Source: an optimization exercise on an open RTL-to-GDS flow (aim: small area and a short achievable clock period). Production flows keep margins and buffers that such runs may drop. Function was checked by simulation only, so behaviour that the tests miss may differ from the original. No activity file was given, so power comes from the tool's default toggle rates.

== TR ==
==> flow/design.v (excerpt) <==
module QPU_V(
  input clk,reset,RDY,
  input [15:0]IR,
  input IRQ1,IRQ2,
  input [7:0] A_result,
  input A_vin,A_cin,
  input [7:0] M_Din,
  input I1,I2,I3,I4,
  output [11:0] pc_out,
  output [9:0]  W_AddrO,
  output [7:0]  W_DoutO,
  output [9:0]  M_AddrO,
  output M_WEO,M_IO,
  output A_adc_sbc,A_cout,
  output [7:0] Op1,Op2,
  output [7:0] ST,OPS,RA,RF,RSP
);
For scale: roughly 820 cells after synthesis, about 110 flip-flops, ~140 I/O pins.
clock: 6.0 ns
lec_check: 0
cap_margin: 20
core_margin: 2
core_utilization: 40
setup_slack_margin: 3.0
slew_margin: 20
synth_hierarchical: 1
synth_minimum_keep_size: 0
tns_end_percent: 0
standard.sh (not shown) runs the stock make flow with config.mk's settings and CLKGATE_MAP_FILE= SYNTH_SCRIPT=/design/flow/synth_recipe.tcl, a recipe that flattens the netlist after the stock synthesis.
==> flow/flow/run.sh <==
#!/bin/bash
# Standard ORFS layout (the standard.sh, unchanged synthesis), with the
# port buffers made as sky130_fd_sc_hd__buf_1 instead of the resizer's pick,
# and a clock tree of clkbuf_8 without dummy loads.
set -euo pipefail
cd "$(dirname "$0")/.."
bash standard.sh "BUFFER_PORTS_ARGS=-buffer_cell sky130_fd_sc_hd__buf_1" \
  "CTS_ARGS=-sink_clustering_enable -repair_clock_nets -dont_use_dummy_load -buf_list sky130_fd_sc_hd__clkbuf_8 -root_buf sky130_fd_sc_hd__clkbuf_8" \
  finish > flow_make.log 2>&1
Changes in PW relative to TR:
Settings: SETUP_SLACK_MARGIN now 3.4, was 3.0.
- Vertical extent of the die: PW vs TR identical
- TR -> PW: first-pass GRT wire length delta 0, exact match
- Number of diodes came out exactly the same in TR and PW.
- In terms of power share of the combinational group, PW and TR differ only marginally.
- Changes observed in PW relative to TR: clock-buffer cell count held steady; final core area utilization level; worst hold slack saw little to no change; post-CTS setup-driven buffer insertion count comparable.

v6:
QPU_V, a different RTL version from the one above (not shown whole).
Size: roughly 870 cells after synthesis, roughly 120 flip-flops, about 140 I/O pins, roughly 0.0072 mm2 of cells after synthesis.
==> flow/config.mk <==
export PLATFORM = sky130hd
export DESIGN_NAME = QPU_V
export DESIGN_NICKNAME = QPU_V
export VERILOG_FILES = /design/flow/design.v
export SDC_FILE = /design/flow/constraint.sdc
export NUM_CORES = 4
export LEC_CHECK = 0
export CAP_MARGIN = 20
export CORE_MARGIN = 2
export CORE_UTILIZATION = 40
export SETUP_SLACK_MARGIN = 3.0
export SLEW_MARGIN = 20
export SYNTH_HIERARCHICAL = 1
export SYNTH_MINIMUM_KEEP_SIZE = 0
export TNS_END_PERCENT = 0
==> flow/constraint.sdc <==
create_clock -name core_clock -period 6.0 [get_ports {clk}]
set_input_delay 1.2000 -clock core_clock [delete_from_list [all_inputs] [get_ports {clk}]]
set_output_delay 1.2000 -clock core_clock [all_outputs]
set_load 0.01 [all_outputs]
Scripts as last shown in full above: flow/flow/run.sh
## Diff of input files: v7 against v6
- CORE_UTILIZATION changed from 40 to 60
### Flow results
v7 ends up with a number of cells on the worst reg-to-reg path that is 1 lower than in v6. Taking v6 as the reference, in v7 overall global routing resource usage went up 12 points, maximum fanout count along the critical path higher, distinct cell type count of the synthesized netlist barely changed, cell count shrank by 77. Re growth of design area from synthesis to finish: v6 and v7 aren't equal, and the higher value belongs to v6. Per the comparison of v7 with v6, hold slack flat; cell internal power dissipation went up; antenna diode count decreased 1.

== old ==
QPU_V, a different RTL version from the one above (not shown whole).
Size in the first run: roughly 110 flip-flops.
==> flow/config.mk <==
export PLATFORM = sky130hd
export DESIGN_NAME = QPU_V
export DESIGN_NICKNAME = QPU_V
export VERILOG_FILES = /design/flow/design.v
export SDC_FILE = /design/flow/constraint.sdc
export NUM_CORES = 4
export LEC_CHECK = 0
export CAP_MARGIN = 20
export CORE_MARGIN = 2
export CORE_UTILIZATION = 60
export PLACE_DENSITY = 0.9
export SETUP_SLACK_MARGIN = 3.0
export SLEW_MARGIN = 20
export SYNTH_HIERARCHICAL = 1
export SYNTH_MINIMUM_KEEP_SIZE = 0
export TNS_END_PERCENT = 0
==> flow/constraint.sdc <==
create_clock -name core_clock -period 6.0 [get_ports {clk}]
set_input_delay 1.2000 -clock core_clock [delete_from_list [all_inputs] [get_ports {clk}]]
set_output_delay 1.2000 -clock core_clock [all_outputs]
set_load 0.01 [all_outputs]
Scripts as last shown in full above: flow/flow/run.sh
old finished all stages; the layout is clean.
### old -> new
Settings: CORE_UTILIZATION: 60 -> 50.
Compared old against new; layout overhead on the synthesized area within noise.
Relative to old, fraction of met2 tracks used by global routing decreased by 9.3 points in new.
Reported for new and old, total stage count of the critical path turned out identical to the last digit.
| global-route usage | new vs old | 5.2 points lower |
In terms of relative contribution of sequential cells to total power, old and new differ only marginally.
Slew at the pin with the worst max-slew slack: higher on old
Diff old -> new | detailed-route via count | down slightly

==> what the ideal ports hide <==
The results above use ideal ports. As a check the final layouts listed here were re-extracted and re-timed, cells and wires unchanged.
Step 1 assumes that a clkbuf_16 drives the clock port and a buf_2 every other input.
Step 2 moves the port delays by t, midway between the first and last clock arrival at a register: inputs arrive t later, outputs are due t later. That takes back most of the time a late clock gives input paths.
a / b / c = ideal ports / drivers / drivers and shift; a / b = the first two.
run | t (ns) | setup WS [ns] | worst slew at a driven data input, ns
TR | 0.426 | 2.739 / 2.688 / 2.425 | 0.07
PW | 0.426 | 2.739 / 2.688 / 2.425 | 0.07
v6 | 0.485 | 2.822 / 2.775 / 2.494 | 0.06
v7 | 0.471 | 2.804 / 2.771 / 2.480 | 0.06
old | 0.400 | 2.744 / 2.721 / 2.393 | 0.05
new | 0.400 | 2.711 / 2.687 / 2.408 | 0.05
After both steps every run listed still meets setup and hold. For old, which loses most, drivers alone change the setup slack by -0.023 ns; drivers and shift together by -0.351 ns.
